From an optimization exercise on the open Yosys and OpenROAD flow, aimed at small area; shortcuts taken in it are not production practice. RTL that was checked went through simulation tests only; none was proved equivalent to the original. Power and IR drop assume default switching activity.

==> run M <==
==> flow/design.v (excerpt) <==
module tot6502(
	input  clk,
	input  enable,
	input  [7:0]dati,
	output [7:0]dato,
	output [15:0]addr,
	output rw,
	input  rst_n,
	input  irq_n,
	input  nmi_n,
	input  rdy
);
make LEC_CHECK=0 ABC_AREA=1 CAP_MARGIN=20 CORE_MARGIN=2 CORE_UTILIZATION=60 SLEW_MARGIN=20 finish   # period 8.5 ns
run.sh (not shown) runs the stock make flow with config.mk's settings and CLKGATE_MAP_FILE= SYNTH_SCRIPT=/design/flow/synth_recipe.tcl, a recipe that flattens the netlist after the stock synthesis.
==> run R (differences from run M) <==
--- a/flow/design.v
+++ b/flow/design.v
@@ -170,15 +170,16 @@
 	wire s_a  = !(s_dl | s_x | s_y | s_ax | s_sp | z_a);
 	wire [7:0]aa_in =
 	({8{s_dl}} & dl) | ({8{s_x}} & x) | ({8{s_y}} & y) | ({8{s_sp}} & sp) |
 	({8{s_a | s_ax}} & a & ({8{!s_ax}} | x));
 	wire use_dl = alu_grp & !e_dl & ic[1];
 	wire use_di = !e_dl & (i_cpxy | i_spec | i_bit | z_a | (alu_grp & !ic[1]));
 	wire b_inv = (rs & !i_spec) | (e_dl & ia == 6) | i_cpxy | (i_spec & ia[2:1] == 3) | (alu_grp & u_sub & !e_dl) | o_dey | o_dex;
-	wire [7:0]ab_in = (({8{ls}} & aa_in) | ({8{use_di}} & dati) | ({8{use_dl}} & dl)) ^ {8{b_inv}};
+	wire sh_t3 = t3 & (i_shx | i_shy);           
+	wire [7:0]ab_in = (({8{ls}} & aa_in) | ({8{use_di}} & dati) | ({8{use_dl}} & dl) | ({8{sh_t3}} & aadd[7:0])) ^ {8{b_inv}};
 	wire ac_in =
 	(e_dl & ia == 7) | (ls & ia[0] & fc) | i_cpxy | o_iny | o_inx |
 	(i_spec & ia == 6) | (i_spec & ia == 7 & fc) |
 	(alu_grp & !e_dl & (ia == 6 | (ia[1:0] == 3 & fc)));
 	wire [7:0]h = aa_in ^ ab_in;
 	wire [7:0]g = aa_in & ab_in;
 	reg [8:0]sum;
@@ -188,17 +189,17 @@
 		for(k = 0; k < 8; k = k + 1)
 			sum[k + 1] = g[k] | (h[k] & sum[k]);
 		sum[7:0] = h ^ sum[7:0];
 	end
 	wire [7:0]and_v = g;
 	wire sh_in = ia[0] & fc;
 	wire [7:0]shv = {sh_in, g[7:1]};
-	wire lg_any = x_bit | (x_alu & ia[2:1] == 0) | (x_alu & ia == 2) | (x_spec & ia[2:1] == 0);
+	wire lg_any = x_bit | (x_alu & ia[2:1] == 0) | (x_alu & ia == 2) | (x_spec & ia[2:1] == 0) | sh_t3;
 	wire sel_h = lg_any & !x_bit & !i_spec & (ia == 0 | ia == 2);
-	wire sel_g = lg_any & (ia != 2 | x_bit | i_spec);
+	wire sel_g = lg_any & (ia != 2 | x_bit | i_spec | sh_t3);
 	wire sel_sm = !(rs | lg_any);
 	wire [7:0]res =
 	({8{rs}} & shv) | ({8{sel_h}} & h) | ({8{sel_g}} & g) | ({8{sel_sm}} & sum[7:0]);
 	wire we_a =
 	(x_alu & ia != 6) | (x_spec & ia != 4 & ia != 6) | (x_ld & i_lda) | x_pla |
 	(e_t1 & (o_tya | o_txa | o_sha));
 	wire we_x =
@@ -212,75 +213,75 @@
 	wire n_res = x_bit ? dati[7] : res[7];
 	wire z_res = res == 0;
 	wire m_zp1 = m_indx | m_indy | m_zpg | m_zpgx | m_zpgy;
 	wire i_stk = i_jsr | i_rts | i_rti | i_brk | i_push | i_pull;
 	wire aa_bra = i_bra & t2;
 	wire aa_brh = i_bra & t3;
 	wire hi_inc = (t3 & m_absxy) | (t4 & m_indy);           
-	wire b_idx  = (t1 & m_absxy) | (t2 & (m_indx | m_zpgx | m_zpgy)) | (t3 & m_indy);
-	wire b_zero = (t1 & m_zp1) | (t2 & m_indy) | hi_inc;
+	wire b_idx  = (t2 & (m_absxy | m_indx | m_zpgx | m_zpgy)) | (t3 & m_indy);
+	wire b_pass = (t2 & (m_abs | i_jmp_ind)) | (t4 & m_indx);
+	wire b_one  = (t2 & m_indy) | hi_inc;
 	wire lo_dec = i_jsr | i_push | (i_brk & !t5);
-	wire sa_di = t1 & !i_bra;
-	wire sa_dl = t3 & m_indy;
-	wire sa_lo = !(aa_bra | aa_brh | sa_di | hi_inc | sa_dl);
+	wire sa_dl = (t2 & (m_abs | m_absxy | i_jmp_ind)) | (t3 & m_indy) | (t4 & m_indx);
+	wire sa_lo = !(aa_bra | hi_inc | sa_dl);
 	wire [7:0]ad_a =
-	({8{aa_bra}} & pc[7:0]) | ({8{aa_brh}} & pc[15:8]) | ({8{sa_di}} & dati) |
+	({8{aa_bra}} & pc[7:0]) |
 	({8{hi_inc}} & ab[15:8]) | ({8{sa_dl}} & dl) | ({8{sa_lo}} & ab[7:0]);
 	wire ix = m_indx | m_zpgx | m_absx;
-	wire ad_s = aa_brh ? dl[7] : (!aa_bra & !b_idx & !b_zero & lo_dec);
+	wire b_oth = !aa_bra & !b_idx & !b_pass & !b_one;
+	wire ad_s = b_oth & lo_dec;
 	wire [7:0]ad_b =
 	({8{aa_bra}} & dl) | ({8{b_idx & ix}} & x) | ({8{b_idx & !ix}} & y) | {8{ad_s}};
-	wire ad_c = i_bra ? (t3 & !dl[7]) : (b_zero ? !(t1 & m_zp1) : (!b_idx & !lo_dec));
+	wire ad_c = b_one | (b_oth & !lo_dec);
 	assign aadd = radd(ad_a, ad_b, ad_c);
 	wire [8:0]pc_incl = radd(pc[7:0], 8'h00, 1'b1);
-	wire [8:0]pc_inch = radd(pc[15:8], 8'h00, pc_incl[8]);
+	wire [8:0]pc_inch = radd(pc[15:8], {8{aa_brh & dl[7]}}, aa_brh ? !dl[7] : pc_incl[8]);
 	wire [15:0]pc_inc = {pc_inch[7:0], pc_incl[7:0]};
 	wire pc_ld = (i_jmp_ind & t4) | (i_jmp_abs & t2) | (i_jsr & t5) | (i_rts & t4) | (i_rti & t5) | (i_brk & t6);
 	wire pc_up = (t0 & !ie_req) | (t1 & !((ib == 0 & c0 & !ia[2] & ia != 1) | ((ib == 2 | ib == 6) & !ic[0]))) |
 		(t2 & (m_abs | m_absxy)) | (i_rts & t5) | (i_brk & t1 & brk_flag);
 	wire pc_upx = pc_up & !pc_ld;
 	wire pc_hw = pc_ld | pc_upx | aa_brh;
 	wire pc_lw = pc_ld | pc_upx | aa_bra;
-	wire [7:0]pc_nvh = ({8{pc_ld}} & dati) | ({8{pc_upx}} & pc_inc[15:8]) | ({8{aa_brh}} & aadd[7:0]);
+	wire [7:0]pc_nvh = ({8{pc_ld}} & dati) | ({8{pc_upx | aa_brh}} & pc_inc[15:8]);
 	wire [7:0]pc_nvl = ({8{pc_ld}} & dl) | ({8{pc_upx}} & pc_inc[7:0]) | ({8{aa_bra}} & aadd[7:0]);
 	wire [15:0]pc_next = {pc_hw ? pc_nvh : pc[15:8], pc_lw ? pc_nvl : pc[7:0]};
 	wire oadr_next = !op_end & !(t4 & (i_jsr | i_rts)) &
 		(s_oadr | (t1 & (m_zp1 | i_stk)) | (t2 & (m_abs | m_absxy | i_jmp_ind)));
 	wire ld_dt = (t4 & m_indx) | (t2 & (m_abs | m_absxy | i_jmp_ind));
-	wire ld_ad = (t1 & m_zp1) | (t2 & (m_indx | m_zpgx | m_zpgy)) | (t3 & m_indy) |
+	wire ld_ad = ld_dt | (t2 & (m_indx | m_zpgx | m_zpgy)) | (t3 & m_indy) |
 		(t3 & (m_indx | i_jmp_ind | i_jsr | i_rts | i_rti | i_brk)) |
 		(t2 & (m_indy | i_rts | i_rti | i_brk | i_pull)) | (t4 & i_rti) | (t5 & i_brk);
 	wire ld_hi = (hi_inc & pb) | (t3 & (i_shx | i_shy));
-	wire [7:0]shxy = (i_shx ? x : y) & aadd[7:0];
 	wire o_sp = t1 & i_stk;
 	wire o_vec = t4 & i_brk;
-	wire o_lw = ld_ad | o_sp | ld_dt | o_vec;
+	wire o_zp = t1 & m_zp1;
+	wire o_lw = ld_ad | o_sp | o_zp | o_vec;
 	wire [7:0]oaddr_lo =
-	({8{ld_ad}} & aadd[7:0]) | ({8{o_sp}} & sp) | ({8{ld_dt}} & dl) |
+	({8{ld_ad}} & aadd[7:0]) | ({8{o_sp}} & sp) | ({8{o_zp}} & dati) |
 	({8{o_vec}} & {4'hf, 1'b1, brk_v, 1'b0});
 	wire o_hdi = ld_dt | (t3 & m_indy);
 	wire o_shxy = t3 & (i_shx | i_shy);
 	wire o_hadd = hi_inc & pb & !o_shxy;
 	wire o_hw = (t1 & (m_zp1 | i_stk)) | o_hdi | o_vec | o_shxy | o_hadd;
 	wire [7:0]oaddr_hi =
-	{7'h00, o_sp} | {8{o_vec}} | ({8{o_hdi}} & dati) | ({8{o_shxy}} & shxy) |
+	{7'h00, o_sp} | {8{o_vec}} | ({8{o_hdi}} & dati) | ({8{o_shxy}} & res) |
 	({8{o_hadd}} & aadd[7:0]);
 	wire [15:0]oaddr_next = {oaddr_hi, oaddr_lo};
-	wire d_ad = t1 & m_absxy;
-	wire d_di = (t3 & (m_indx | i_jmp_ind | i_rts)) | (t1 & (m_abs | i_bra | i_jmp_ind)) | (t2 & m_indy) |
+	wire d_di = (t3 & (m_indx | i_jmp_ind | i_rts)) | (t1 & (m_abs | m_absxy | i_bra | i_jmp_ind)) | (t2 & m_indy) |
 		(t4 & i_rti) | (t5 & i_brk) | (ldm_act & ldm_wre);
 	wire d_ph = (t2 & i_jsr) | (t1 & i_brk);
 	wire d_pl = (t3 & i_jsr) | (t2 & i_brk);
 	wire d_st = (t1 & i_php) | (t3 & i_brk);
 	wire d_sp = t4 & i_jsr;
-	wire dl_we = d_ad | d_di | e_dl | d_ph | d_pl | d_st | o_shxy | d_sp;
+	wire dl_we = d_di | e_dl | d_ph | d_pl | d_st | o_shxy | d_sp;
 	wire [7:0]dl_next =
-	({8{d_ad}} & aadd[7:0]) | ({8{d_di}} & dati) | ({8{e_dl}} & res) | ({8{d_ph}} & pc_next[15:8]) |
+	({8{d_di}} & dati) | ({8{e_dl | o_shxy}} & res) | ({8{d_ph}} & pc_next[15:8]) |
 	({8{d_pl}} & pc_next[7:0]) | ({8{d_st}} & {fn, fv, 1'b1, brk_flag | i_php, fd, fi, fz, fc}) |
-	({8{o_shxy}} & shxy) | ({8{d_sp}} & sp);
+	({8{d_sp}} & sp);
 	wire sp_ad = (t2 & (i_push | i_pull)) | (t3 & i_rts) | (t4 & (i_rti | i_brk | i_jsr));
 	wire sp_di = t1 & i_jsr;                     
 	wire sp_rs = t1 & o_txs;
 	wire f_pl  = t3 & (i_plp | i_rti);
 	wire f_op  = e_t1 & o_flg & ia != 4;
 	wire c_sum = (x_alu & (ia[1:0] == 3 | ia[2:1] == 3)) | x_cp | (x_spec & ia[2:1] == 3) | ls;
 	wire c_g0  = (e_dl & ia[2:1] == 1) | (e_t1 & o_sha & ia[1]) | (x_spec & ia == 2);
@@ -329,15 +330,15 @@
 			pc[7:0] <= pc_nvl;
 		if(oadr_next ? o_hw : (pc_hw | s_oadr))
 			ab[15:8] <= oadr_next ? oaddr_hi : pc_next[15:8];
 		if(oadr_next ? o_lw : (pc_lw | s_oadr))
 			ab[7:0] <= oadr_next ? oaddr_lo : pc_next[7:0];
 		if(sp_ad | sp_di | sp_rs)
 			sp <= ({8{sp_ad}} & aadd[7:0]) | ({8{sp_di}} & dati) | ({8{sp_rs}} & res);
-		if((t1 & m_absxy) | (t3 & m_indy))
+		if((t2 & m_absxy) | (t3 & m_indy))
 			pb <= aadd[8];
 		if(dl_we)
 			dl <= dl_next;
 		if(we_a)
 			a <= res;
 		if(we_x)
 			x <= res;
==> flow/flow/run.sh (new file) <==
#!/bin/bash
export BUFFER_PORTS_ARGS="-buffer_cell sky130_fd_sc_hd__buf_1"
export CTS_ARGS="-sink_clustering_enable -repair_clock_nets -dont_use_dummy_load -buf_list sky130_fd_sc_hd__clkbuf_8"
bash standard.sh > standard_sh.log 2>&1
==> flow/standard.sh (new file) <==
#!/bin/bash
# synth_recipe.tcl (not shown) runs the flow's synth.tcl, then flattens the netlist and writes it again
# the make line also repeats each setting of config.mk as NAME=value (left out here)
make -C /OpenROAD-flow-scripts/flow DESIGN_CONFIG=/design/flow/config.mk WORK_HOME=/design/flow/orfs CLKGATE_MAP_FILE= SYNTH_SCRIPT=/design/flow/synth_recipe.tcl "${@:-finish}"
removed: flow/run.sh
==> impl_metrics.ini <==
[worst_setup_path]
arrival_ps = 8150
endpoint = sp[7]$_DFFE_PP_

[layout]
num-nonclk-inverters = 173
multi_input_area_sq_mm = 0.005114
fin_nets = 1286
fin_area_sq_mm = 0.009228

[cts]
clk_latency_ps = 410
root_buffer = clkbuf_8

[outcome]
status = no timing/DRC/antenna violations

[power]
powerComb_w = 0.000309
comb_power_share = 0.275

[routing]
met2WireLength_um = 13210
met1_length_um = 12970

[global_route]
gr-usage-met3 = 0.09982
the above is filed under run R

==> impl_metrics.ini <==
[routing]
met2WireLength_um = 14650
met1_length_um = 13410

[layout]
multi_input_area_sq_mm = 0.005370
fin_nets = 1399
fin_area_sq_mm = 0.01011

[worst_setup_path]
endpoint = ab[13]$_DFFE_PP_

[power]
powerComb_w = 0.000392

[cts]
clk_latency_ps = 370
root_buffer = clkbuf_16

[outcome]
status = no timing/DRC/antenna violations

[global_route]
gr-usage-met3 = 0.1535
the above is filed under run M

No functional check of the RTL was part of run R.

==> run a: inputs <==
Another version of the RTL of tot6502 (not shown whole).
clock: 8.5 ns
lec_check: 0
abc_area: 1
cap_margin: 0
core_margin: 2
core_utilization: 60
slew_margin: 0
Stock flow here: none of the scripts above is used.
==> run b: changes against run a <==
Settings changed: CAP_MARGIN 0 to 20, SLEW_MARGIN 0 to 20.
==> impl_metrics.prom <==
# TYPE chip_impl_metric gauge
chip_impl_metric{name="detailedPlacementHpwl",unit="µm"} 28000
chip_impl_metric{name="seqAreaFraction",unit=""} 0.268
chip_impl_info{name="outcome",value="no timing/DRC/antenna violations"} 1
chip_impl_metric{name="sum_of_overflow_across_all_layers_after_global_routing",unit=""} 0
chip_impl_info{name="synth_commonest_cells",value="341 x nand2_1, 161 x inv_1, 129 x nor2_1"} 1
chip_impl_info{name="path_category_of_the_worst_min_delay_check",value="reg -> reg"} 1
chip_impl_metric{name="detailroute.wirelength.met2",unit="µm"} 14600
the above is filed under run b

==> impl_metrics.prom <==
# TYPE chip_impl_metric gauge
chip_impl_info{name="outcome",value="no timing/DRC/antenna violations"} 1
chip_impl_metric{name="sum_of_overflow_across_all_layers_after_global_routing",unit=""} 0
chip_impl_info{name="path_category_of_the_worst_min_delay_check",value="reg -> reg"} 1
chip_impl_metric{name="detailroute.wirelength.met2",unit="µm"} 14600
chip_impl_metric{name="detailedPlacementHpwl",unit="µm"} 28000
the above is filed under run a


==> build 69: inputs <==
Another version of the RTL of tot6502 (not shown whole).
==> flow/config.mk <==
export PLATFORM = sky130hd
export DESIGN_NAME = tot6502
export DESIGN_NICKNAME = tot6502
export VERILOG_FILES = /design/flow/design.v
export SDC_FILE = /design/flow/constraint.sdc
export NUM_CORES = 4
export LEC_CHECK = 0
export ABC_AREA = 1
export CAP_MARGIN = 20
export CORE_MARGIN = 2
export CORE_UTILIZATION = 60
export SLEW_MARGIN = 20
==> flow/constraint.sdc <==
create_clock -name core_clock -period 8.5 [get_ports {clk}]
set_input_delay 1.7000 -clock core_clock [delete_from_list [all_inputs] [get_ports {clk}]]
set_output_delay 1.7000 -clock core_clock [all_outputs]
set_load 0.01 [all_outputs]
standard.sh (not shown) runs the stock make flow with config.mk's settings and CLKGATE_MAP_FILE= SYNTH_SCRIPT=/design/flow/synth_recipe.tcl, a recipe that flattens the netlist after the stock synthesis.
==> flow/flow/run.sh <==
#!/bin/bash
# The standard layout (standard.sh) with these changes:
#  - synthesis: the standard flow's own synthesis script, with only the ABC mapping script replaced by
#    flow/abc_area.script (area-oriented mapping); registers are mapped exactly as before
#  - the smallest buffer cell for the port buffers
#  - clock tree synthesis without dummy loads
#  - power recovery (downsizing cells off the critical paths) after global routing
#  - timing-driven global placement keeps none of its trial buffering
# Each tool's output goes to the logs under orfs/logs (ORFS) and to standard_sh.log.
set -e
here=$(pwd)
{ echo 'proc abc {args} { set i [lsearch $args -script]; if {$i >= 0} { lset args [expr {$i + 1}] $::env(AREA_ABC_SCRIPT) }; yosys abc {*}$args }'
  cat synth_recipe.tcl; } > synth_area.tcl
sed "s|SYNTH_SCRIPT=[^ ]*|SYNTH_SCRIPT=$here/synth_area.tcl|" standard.sh > standard_area.sh
export AREA_ABC_SCRIPT="$here/flow/abc_area.script"
export BUFFER_PORTS_ARGS="-buffer_cell sky130_fd_sc_hd__buf_1"
export CTS_ARGS="-sink_clustering_enable -repair_clock_nets -dont_use_dummy_load"
export RECOVER_POWER=100
export GPL_KEEP_OVERFLOW=0
bash standard_area.sh > standard_sh.log 2>&1
==> flow/flow/abc_area.script <==
strash
&get -n
&st
&dch -f
&nf -p -R 1000
&put
topo
stime -c
dnsize -c
==> inputs of build 70, as changes to build 69 <==
--- a/flow/design.v
+++ b/flow/design.v
@@ -154,23 +154,22 @@
 	wire alu_grp	= ic[0] & !ia45 & !i_spec;   
 	wire x_alu	= alu_grp & e_end;
 	wire x_spec	= i_spec & t1;                
 	wire x_ld	= (i_lda | i_ldx | i_ldy) & op_rdy;
 	wire x_cp	= i_cpxy & op_rdy;
 	wire x_bit	= i_bit & op_rdy;
 	wire x_pla	= i_pla & t3;
-	wire ls = (e_dl & ia[2:1] == 0) | (o_sha & !ia[1]);              
-	wire rs = (e_dl & ia[2:1] == 1) | (o_sha & ia[1]) | (i_spec & ia[2:1] == 1);    
-	wire t1_tsx = t1 & o_tsx;
-	wire z_a = (i_lda | i_ldx | i_ldy | i_pla) & !t1_tsx;       
+	wire ls = (e_dl & ia[2:1] == 0) | (e_t1 & o_sha & !ia[1]);              
+	wire rs = (e_dl & ia[2:1] == 1) | (e_t1 & o_sha & ia[1]) | (x_spec & ia[2:1] == 1);    
+	wire z_a = x_ld | x_pla;                     
 	wire s_dl = e_dl;
 	wire s_x  = !e_dl & ((i_cpxy & ia[0]) | o_dex | o_inx | o_txa | o_txs | (i_stx & !i_sta));
 	wire s_y  = !e_dl & ((i_cpxy & !ia[0]) | o_dey | o_iny | o_tya | i_sty);
 	wire s_ax = !e_dl & ((i_spec & ia == 6) | (i_stx & i_sta));
-	wire s_sp = t1_tsx;
+	wire s_sp = !e_dl & o_tsx & !z_a;
 	wire s_a  = !(s_dl | s_x | s_y | s_ax | s_sp | z_a);
 	wire [7:0]aa_in =
 	({8{s_dl}} & dl) | ({8{s_x}} & x) | ({8{s_y}} & y) | ({8{s_sp}} & sp) |
 	({8{s_a | s_ax}} & a & ({8{!s_ax}} | x));
 	wire use_dl = alu_grp & !e_dl & ic[1];
 	wire use_di = !e_dl & (i_cpxy | i_spec | i_bit | z_a | (alu_grp & !ic[1]));
 	wire b_inv = (rs & !i_spec) | (e_dl & ia == 6) | i_cpxy | (i_spec & ia[2:1] == 3) | (alu_grp & u_sub & !e_dl) | o_dey | o_dex;
@@ -188,32 +187,32 @@
 		for(k = 0; k < 8; k = k + 1)
 			sum[k + 1] = g[k] | (h[k] & sum[k]);
 		sum[7:0] = h ^ sum[7:0];
 	end
 	wire [7:0]and_v = g;
 	wire sh_in = ia[0] & fc;
 	wire [7:0]shv = {sh_in, g[7:1]};
-	wire lg_any = !e_dl & (i_bit | (alu_grp & (ia[2:1] == 0 | ia == 2)) | (i_spec & ia[2:1] == 0));
-	wire sel_h = lg_any & !i_bit & !i_spec & (ia == 0 | ia == 2);
-	wire sel_g = lg_any & (ia != 2 | i_bit | i_spec);
+	wire lg_any = x_bit | (x_alu & ia[2:1] == 0) | (x_alu & ia == 2) | (x_spec & ia[2:1] == 0);
+	wire sel_h = lg_any & !x_bit & !i_spec & (ia == 0 | ia == 2);
+	wire sel_g = lg_any & (ia != 2 | x_bit | i_spec);
 	wire sel_sm = !(rs | lg_any);
 	wire [7:0]res =
 	({8{rs}} & shv) | ({8{sel_h}} & h) | ({8{sel_g}} & g) | ({8{sel_sm}} & sum[7:0]);
 	wire we_a =
 	(x_alu & ia != 6) | (x_spec & ia != 4 & ia != 6) | (x_ld & i_lda) | x_pla |
 	(e_t1 & (o_tya | o_txa | o_sha));
 	wire we_x =
 	(x_ld & (i_ldx | inst == 8'hAB)) | (x_spec & ia == 6) |
 	(e_t1 & (o_inx | o_dex | o_tax | o_tsx));
 	wire we_y = (x_ld & i_ldy) | (e_t1 & (o_iny | o_dey | o_tay));
 	wire we_zn =
 	x_alu | (x_spec & ia != 4) | x_ld | x_pla | x_cp | x_bit | e_dl |
 	(e_t1 & (o_inx | o_dex | o_iny | o_dey | o_tax | o_tay | o_tsx | o_tya | o_txa | o_sha));
 	wire tr_a = o_tay | o_tax;
-	wire n_res = i_bit ? dati[7] : res[7];
+	wire n_res = x_bit ? dati[7] : res[7];
 	wire z_res = res == 0;
 	wire m_zp1 = m_indx | m_indy | m_zpg | m_zpgx | m_zpgy;
 	wire i_stk = i_jsr | i_rts | i_rti | i_brk | i_push | i_pull;
 	wire aa_bra = i_bra & t2;
 	wire aa_brh = i_bra & t3;
 	wire hi_inc = (t3 & m_absxy) | (t4 & m_indy);           
 	wire b_idx  = (t2 & (m_absxy | m_indx | m_zpgx | m_zpgy)) | (t3 & m_indy);
@@ -278,16 +277,15 @@
 	({8{d_pl}} & pc_next[7:0]) | ({8{d_st}} & {fn, fv, 1'b1, brk_flag | i_php, fd, fi, fz, fc}) |
 	({8{d_sp}} & sp);
 	wire sp_ad = (t2 & (i_push | i_pull)) | (t3 & i_rts) | (t4 & (i_rti | i_brk | i_jsr));
 	wire sp_di = t1 & i_jsr;                     
 	wire sp_rs = t1 & o_txs;
 	wire f_pl  = t3 & (i_plp | i_rti);
 	wire f_op  = e_t1 & o_flg & ia != 4;
-	wire c_sum = (x_alu & (ia[1:0] == 3 | ia[2:1] == 3)) | x_cp | (x_spec & ia[2:1] == 3) |
-		(e_dl & ia[2:1] == 0) | (e_t1 & o_sha & !ia[1]);
+	wire c_sum = (x_alu & (ia[1:0] == 3 | ia[2:1] == 3)) | x_cp | (x_spec & ia[2:1] == 3) | ls;
 	wire c_g0  = (e_dl & ia[2:1] == 1) | (e_t1 & o_sha & ia[1]) | (x_spec & ia == 2);
 	wire c_g7  = x_spec & (ia[2:1] == 0 | ia == 3);
 	wire c_op  = f_op & ia[2:1] == 0;
 	wire v_add = (x_alu & ia[1:0] == 3) | (x_spec & ia == 7);
 	wire v_arr = x_spec & ia == 3;
 	wire v_di  = x_bit | f_pl;
 	wire v_clv = f_op & ia[2:1] == 2;
==> inputs of build 25, as changes to build 69 <==
--- a/flow/design.v
+++ b/flow/design.v
@@ -104,25 +104,25 @@
 	wire k5 = m_indx | m_indy;
 	wire ldm_wre = (m_zpg & t2) | (k3 & t3) | (m_absxy & t4) | (k5 & t5);
 	wire ldm_dle = (m_zpg & t3) | (k3 & t4) | (m_absxy & t5) | (k5 & t6);
 	wire ldm_end = (m_zpg & t4) | (k3 & t5) | (m_absxy & t6) | (k5 & t7);
 	wire [8:0]aadd;
 	wire bra_pb = aadd[8] ^ dl[7];
 	wire st_long = ia == 4 & (ic[0] | ib == 7) & (m_indy | m_absxy);
-	wire op_end =
+	wire op_end_nb =
 	(ldm_act & ldm_end) |
-	(i_bra & ((t1 & !bra) | (t2 & !bra_pb) | t3)) |
 	(st_long & (m_indy ? t5 : t4)) |
 	(m_imp2 & t1) |
 	((i_push | i_jmp_abs) & t2) |
 	(i_pull & t3) |
 	(i_jmp_ind & t4) |
 	((i_jsr | i_rti | i_rts) & t5) |
 	(i_brk & t6) |
 	(!ldm_act & !st_long & op_rdy);
+	wire op_end = op_end_nb | (i_bra & ((t1 & !bra) | (t2 & !bra_pb) | t3));
 	wire nmi_req 		= nmi_p;
 	wire irq_req 		= irq_st[1] == 0 & fi == 0;
 	wire ie_req  		= nmi_req | irq_req;
 	wire i_st = i_sta | i_stx | i_sty;
 	wire st_out = (i_st & !i_shx & !i_shy) | i_pha;
 	assign dato = st_out ? aa_in : dl;
 	assign addr[15:0] = ab;
@@ -132,15 +132,15 @@
 	wire s_oadr = (t2p & (m_indx | m_indy | m_zpg | m_zpgx | m_zpgy | i_rti | i_brk | i_push | i_pull |
 		((i_jsr | i_rts) & !t5))) | (t3p & (m_abs | m_absxy | i_jmp_ind));
 	wire s_wren = (ldm_act & (ldm_dle | ldm_end)) | (i_jsr & (t3 | t4)) | (i_push & t2) |
 		(i_brk & (t2 | t3 | t4) & brk_k != 2);
 	assign rw 			= !(s_wren | (i_st & !t1 & st_end));
 	wire en = enable & (rdy | !rw);
 	wire e_t1  = t1;
-	wire e_end = op_end;
+	wire e_end = op_end_nb;                     
 	wire e_dl = ldm_act & ldm_dle;
 	wire o_dey = inst == 8'h88;
 	wire o_iny = inst == 8'hC8;
 	wire o_inx = inst == 8'hE8;
 	wire o_dex = inst == 8'hCA;
 	wire o_tya = inst == 8'h98;
 	wire o_txa = inst == 8'h8A;
@@ -154,31 +154,32 @@
 	wire alu_grp	= ic[0] & !ia45 & !i_spec;   
 	wire x_alu	= alu_grp & e_end;
 	wire x_spec	= i_spec & t1;                
 	wire x_ld	= (i_lda | i_ldx | i_ldy) & op_rdy;
 	wire x_cp	= i_cpxy & op_rdy;
 	wire x_bit	= i_bit & op_rdy;
 	wire x_pla	= i_pla & t3;
-	wire ls = (e_dl & ia[2:1] == 0) | (o_sha & !ia[1]);              
-	wire rs = (e_dl & ia[2:1] == 1) | (o_sha & ia[1]) | (i_spec & ia[2:1] == 1);    
-	wire t1_tsx = t1 & o_tsx;
-	wire z_a = (i_lda | i_ldx | i_ldy | i_pla) & !t1_tsx;       
+	wire ls = (e_dl & ia[2:1] == 0) | (e_t1 & o_sha & !ia[1]);              
+	wire rs = (e_dl & ia[2:1] == 1) | (e_t1 & o_sha & ia[1]) | (x_spec & ia[2:1] == 1);    
+	wire z_a = x_ld | x_pla;                     
 	wire s_dl = e_dl;
 	wire s_x  = !e_dl & ((i_cpxy & ia[0]) | o_dex | o_inx | o_txa | o_txs | (i_stx & !i_sta));
 	wire s_y  = !e_dl & ((i_cpxy & !ia[0]) | o_dey | o_iny | o_tya | i_sty);
 	wire s_ax = !e_dl & ((i_spec & ia == 6) | (i_stx & i_sta));
-	wire s_sp = t1_tsx;
+	wire s_sp = !e_dl & o_tsx & !z_a;
 	wire s_a  = !(s_dl | s_x | s_y | s_ax | s_sp | z_a);
 	wire [7:0]aa_in =
 	({8{s_dl}} & dl) | ({8{s_x}} & x) | ({8{s_y}} & y) | ({8{s_sp}} & sp) |
 	({8{s_a | s_ax}} & a & ({8{!s_ax}} | x));
 	wire use_dl = alu_grp & !e_dl & ic[1];
 	wire use_di = !e_dl & (i_cpxy | i_spec | i_bit | z_a | (alu_grp & !ic[1]));
 	wire b_inv = (rs & !i_spec) | (e_dl & ia == 6) | i_cpxy | (i_spec & ia[2:1] == 3) | (alu_grp & u_sub & !e_dl) | o_dey | o_dex;
-	wire [7:0]ab_in = (({8{ls}} & aa_in) | ({8{use_di}} & dati) | ({8{use_dl}} & dl)) ^ {8{b_inv}};
+	wire ls_a = e_t1 & o_sha & !ia[1];
+	wire ls_m = e_dl & ia[2:1] == 0;
+	wire [7:0]ab_in = (({8{ls_a}} & a) | ({8{use_di}} & dati) | ({8{use_dl | ls_m}} & dl)) ^ {8{b_inv}};
 	wire ac_in =
 	(e_dl & ia == 7) | (ls & ia[0] & fc) | i_cpxy | o_iny | o_inx |
 	(i_spec & ia == 6) | (i_spec & ia == 7 & fc) |
 	(alu_grp & !e_dl & (ia == 6 | (ia[1:0] == 3 & fc)));
 	wire [7:0]h = aa_in ^ ab_in;
 	wire [7:0]g = aa_in & ab_in;
 	reg [8:0]sum;
@@ -188,32 +189,32 @@
 		for(k = 0; k < 8; k = k + 1)
 			sum[k + 1] = g[k] | (h[k] & sum[k]);
 		sum[7:0] = h ^ sum[7:0];
 	end
 	wire [7:0]and_v = g;
 	wire sh_in = ia[0] & fc;
 	wire [7:0]shv = {sh_in, g[7:1]};
-	wire lg_any = !e_dl & (i_bit | (alu_grp & (ia[2:1] == 0 | ia == 2)) | (i_spec & ia[2:1] == 0));
-	wire sel_h = lg_any & !i_bit & !i_spec & (ia == 0 | ia == 2);
-	wire sel_g = lg_any & (ia != 2 | i_bit | i_spec);
+	wire lg_any = x_bit | (x_alu & ia[2:1] == 0) | (x_alu & ia == 2) | (x_spec & ia[2:1] == 0);
+	wire sel_h = lg_any & !x_bit & !i_spec & (ia == 0 | ia == 2);
+	wire sel_g = lg_any & (ia != 2 | x_bit | i_spec);
 	wire sel_sm = !(rs | lg_any);
 	wire [7:0]res =
 	({8{rs}} & shv) | ({8{sel_h}} & h) | ({8{sel_g}} & g) | ({8{sel_sm}} & sum[7:0]);
 	wire we_a =
 	(x_alu & ia != 6) | (x_spec & ia != 4 & ia != 6) | (x_ld & i_lda) | x_pla |
 	(e_t1 & (o_tya | o_txa | o_sha));
 	wire we_x =
 	(x_ld & (i_ldx | inst == 8'hAB)) | (x_spec & ia == 6) |
 	(e_t1 & (o_inx | o_dex | o_tax | o_tsx));
 	wire we_y = (x_ld & i_ldy) | (e_t1 & (o_iny | o_dey | o_tay));
 	wire we_zn =
 	x_alu | (x_spec & ia != 4) | x_ld | x_pla | x_cp | x_bit | e_dl |
 	(e_t1 & (o_inx | o_dex | o_iny | o_dey | o_tax | o_tay | o_tsx | o_tya | o_txa | o_sha));
 	wire tr_a = o_tay | o_tax;
-	wire n_res = i_bit ? dati[7] : res[7];
+	wire n_res = x_bit ? dati[7] : res[7];
 	wire z_res = res == 0;
 	wire m_zp1 = m_indx | m_indy | m_zpg | m_zpgx | m_zpgy;
 	wire i_stk = i_jsr | i_rts | i_rti | i_brk | i_push | i_pull;
 	wire aa_bra = i_bra & t2;
 	wire aa_brh = i_bra & t3;
 	wire hi_inc = (t3 & m_absxy) | (t4 & m_indy);           
 	wire b_idx  = (t2 & (m_absxy | m_indx | m_zpgx | m_zpgy)) | (t3 & m_indy);
@@ -239,15 +240,15 @@
 		(t2 & (m_abs | m_absxy)) | (i_rts & t5) | (i_brk & t1 & brk_flag);
 	wire pc_upx = pc_up & !pc_ld;
 	wire pc_hw = pc_ld | pc_upx | aa_brh;
 	wire pc_lw = pc_ld | pc_upx | aa_bra;
 	wire [7:0]pc_nvh = ({8{pc_ld}} & dati) | ({8{pc_upx | aa_brh}} & pc_inc[15:8]);
 	wire [7:0]pc_nvl = ({8{pc_ld}} & dl) | ({8{pc_upx}} & pc_inc[7:0]) | ({8{aa_bra}} & aadd[7:0]);
 	wire [15:0]pc_next = {pc_hw ? pc_nvh : pc[15:8], pc_lw ? pc_nvl : pc[7:0]};
-	wire oadr_next = !op_end & !(t4 & (i_jsr | i_rts)) &
+	wire oadr_next = !op_end_nb & !(t4 & (i_jsr | i_rts)) &
 		(s_oadr | (t1 & (m_zp1 | i_stk)) | (t2 & (m_abs | m_absxy | i_jmp_ind)));
 	wire ld_dt = (t4 & m_indx) | (t2 & (m_abs | m_absxy | i_jmp_ind));
 	wire ld_ad = ld_dt | (t2 & (m_indx | m_zpgx | m_zpgy)) | (t3 & m_indy) |
 		(t3 & (m_indx | i_jmp_ind | i_jsr | i_rts | i_rti | i_brk)) |
 		(t2 & (m_indy | i_rts | i_rti | i_brk | i_pull)) | (t4 & i_rti) | (t5 & i_brk);
 	wire ld_hi = (hi_inc & pb) | (t3 & (i_shx | i_shy));
 	wire [7:0]shxy = (i_shx ? x : y) & aadd[7:0];    
@@ -278,16 +279,15 @@
 	({8{d_pl}} & pc_next[7:0]) | ({8{d_st}} & {fn, fv, 1'b1, brk_flag | i_php, fd, fi, fz, fc}) |
 	({8{d_sp}} & sp);
 	wire sp_ad = (t2 & (i_push | i_pull)) | (t3 & i_rts) | (t4 & (i_rti | i_brk | i_jsr));
 	wire sp_di = t1 & i_jsr;                     
 	wire sp_rs = t1 & o_txs;
 	wire f_pl  = t3 & (i_plp | i_rti);
 	wire f_op  = e_t1 & o_flg & ia != 4;
-	wire c_sum = (x_alu & (ia[1:0] == 3 | ia[2:1] == 3)) | x_cp | (x_spec & ia[2:1] == 3) |
-		(e_dl & ia[2:1] == 0) | (e_t1 & o_sha & !ia[1]);
+	wire c_sum = (x_alu & (ia[1:0] == 3 | ia[2:1] == 3)) | x_cp | (x_spec & ia[2:1] == 3) | ls;
 	wire c_g0  = (e_dl & ia[2:1] == 1) | (e_t1 & o_sha & ia[1]) | (x_spec & ia == 2);
 	wire c_g7  = x_spec & (ia[2:1] == 0 | ia == 3);
 	wire c_op  = f_op & ia[2:1] == 0;
 	wire v_add = (x_alu & ia[1:0] == 3) | (x_spec & ia == 7);
 	wire v_arr = x_spec & ia == 3;
 	wire v_di  = x_bit | f_pl;
 	wire v_clv = f_op & ia[2:1] == 2;
==> flow/flow/run.sh (replaced) <==
#!/bin/bash
# The standard layout (standard.sh) with these changes:
#  - synthesis: the standard flow's own synthesis script, with only the ABC mapping script replaced by
#    flow/abc_area.script (area-oriented mapping); registers are mapped exactly as before
#  - the smallest buffer cell for the port buffers
#  - clock tree synthesis with clkbuf_8 buffers, small clusters, without dummy loads
#  - timing-driven global placement keeps none of its trial buffering
# Each tool's output goes to the logs under orfs/logs (ORFS) and to standard_sh.log.
set -e
here=$(pwd)
{ echo 'proc abc {args} { set i [lsearch $args -script]; if {$i >= 0} { lset args [expr {$i + 1}] $::env(AREA_ABC_SCRIPT) }; yosys abc {*}$args }'
  cat synth_recipe.tcl; } > synth_area.tcl
sed "s|SYNTH_SCRIPT=[^ ]*|SYNTH_SCRIPT=$here/synth_area.tcl|" standard.sh > standard_area.sh
export AREA_ABC_SCRIPT="$here/flow/abc_area.script"
export BUFFER_PORTS_ARGS="-buffer_cell sky130_fd_sc_hd__buf_1"
export CTS_ARGS="-sink_clustering_enable -repair_clock_nets -dont_use_dummy_load -buf_list sky130_fd_sc_hd__clkbuf_8 -sink_clustering_size 12 -sink_clustering_max_diameter 60"
export GPL_KEEP_OVERFLOW=0
bash standard_area.sh > standard_sh.log 2>&1
==> flow/flow/abc_area.script (replaced) <==
strash
&get -n
&st
&dch -f
&nf -p -R 1000
&put
strash
&get -n
&st
&dch -f
&nf -p -R 1000
&put
topo
stime -c
dnsize -c
CORE_UTILIZATION = 70   (was 60)
==> run summary <==
| item | build 70 | build 25 | build 69 |
|---|---|---|---|
| NumNets Final | 1013 | 1006 | 1037 |
| Maximum number of pins on one net before global-route repair | 37 | 31 | 37 |
| Post-route clock skew | 0.0140 ns | 0.0296 ns | 0.0217 ns |
| Combinational power | 0.295 mW | 0.288 mW | 0.267 mW |
| Post-synthesis instance total | 888 | 888 | 920 |
| Result of the run | no timing/DRC/antenna violations | no timing/DRC/antenna violations | no timing/DRC/antenna violations |
| Min Hold Slack | 0.435 ns | 0.468 ns | 0.450 ns |
| Skew-Pair Late Insertion Delay | 0.36 ns | 0.41 ns | 0.37 ns |
| Fraction of layout cells with a size suffix above 1 | 8.18% | 4.02% | 6.86% |
| Area of combinational cells with multiple inputs | 5070 µm² | 4850 µm² | 5130 µm² |
| Die Span X | 117 µm | 109 µm | 118 µm |
| Fmax | 122 MHz | 124 MHz | 122 MHz |
| Register clock-pin slew on the reported worst setup and hold paths | 0.07 ns | 0.09 ns | 0.06 ns |
| Number of instances in the placed design | 1101 | 1073 | 1134 |
| Clock network fraction of total power | 29.9% | 23.4% | 30.2% |
For build 69, only the layout was checked, not whether the RTL still works.

==> separate check: timing with driven ports <==
The results above use ideal ports. As a check the final layouts listed here were re-extracted and re-timed, cells and wires unchanged. Step 1: set_driving_cell puts a clkbuf_16 on clk and a buf_2 on each other input, an assumption about the parent block. Step 2 also shifts input and output timing later by t, the mid clock arrival at the registers, as if the neighbouring blocks saw the same clock. a / b / c = no drivers / after step 1 / after step 2; a / b = the first two.
| run | t, ns | setup slack, ns | worst data-port slew with drivers (ns) | cell pins on the clock port's net |
|---|---|---|---|---|
| run M | 0.413 | 0.524 / 0.524 / 0.226 | 0.03 | 1 |
| run R | 0.430 | 0.491 / 0.491 / 0.491 | 0.03 | 1 |
| run a | 0.393 | 0.493 / 0.493 / 0.352 | 0.03 | 1 |
| run b | 0.393 | 0.493 / 0.493 / 0.352 | 0.03 | 1 |
| build 69 | 0.402 | 0.296 / 0.296 / 0.296 | 0.04 | 1 |
| build 70 | 0.394 | 0.331 / 0.331 / 0.331 | 0.04 | 1 |
| build 25 | 0.433 | 0.452 / 0.452 / 0.452 | 0.04 | 1 |
After both steps every run listed still meets setup and hold. For run M, which loses most, drivers alone change the setup slack by 0.000 ns; drivers and shift together by -0.298 ns.
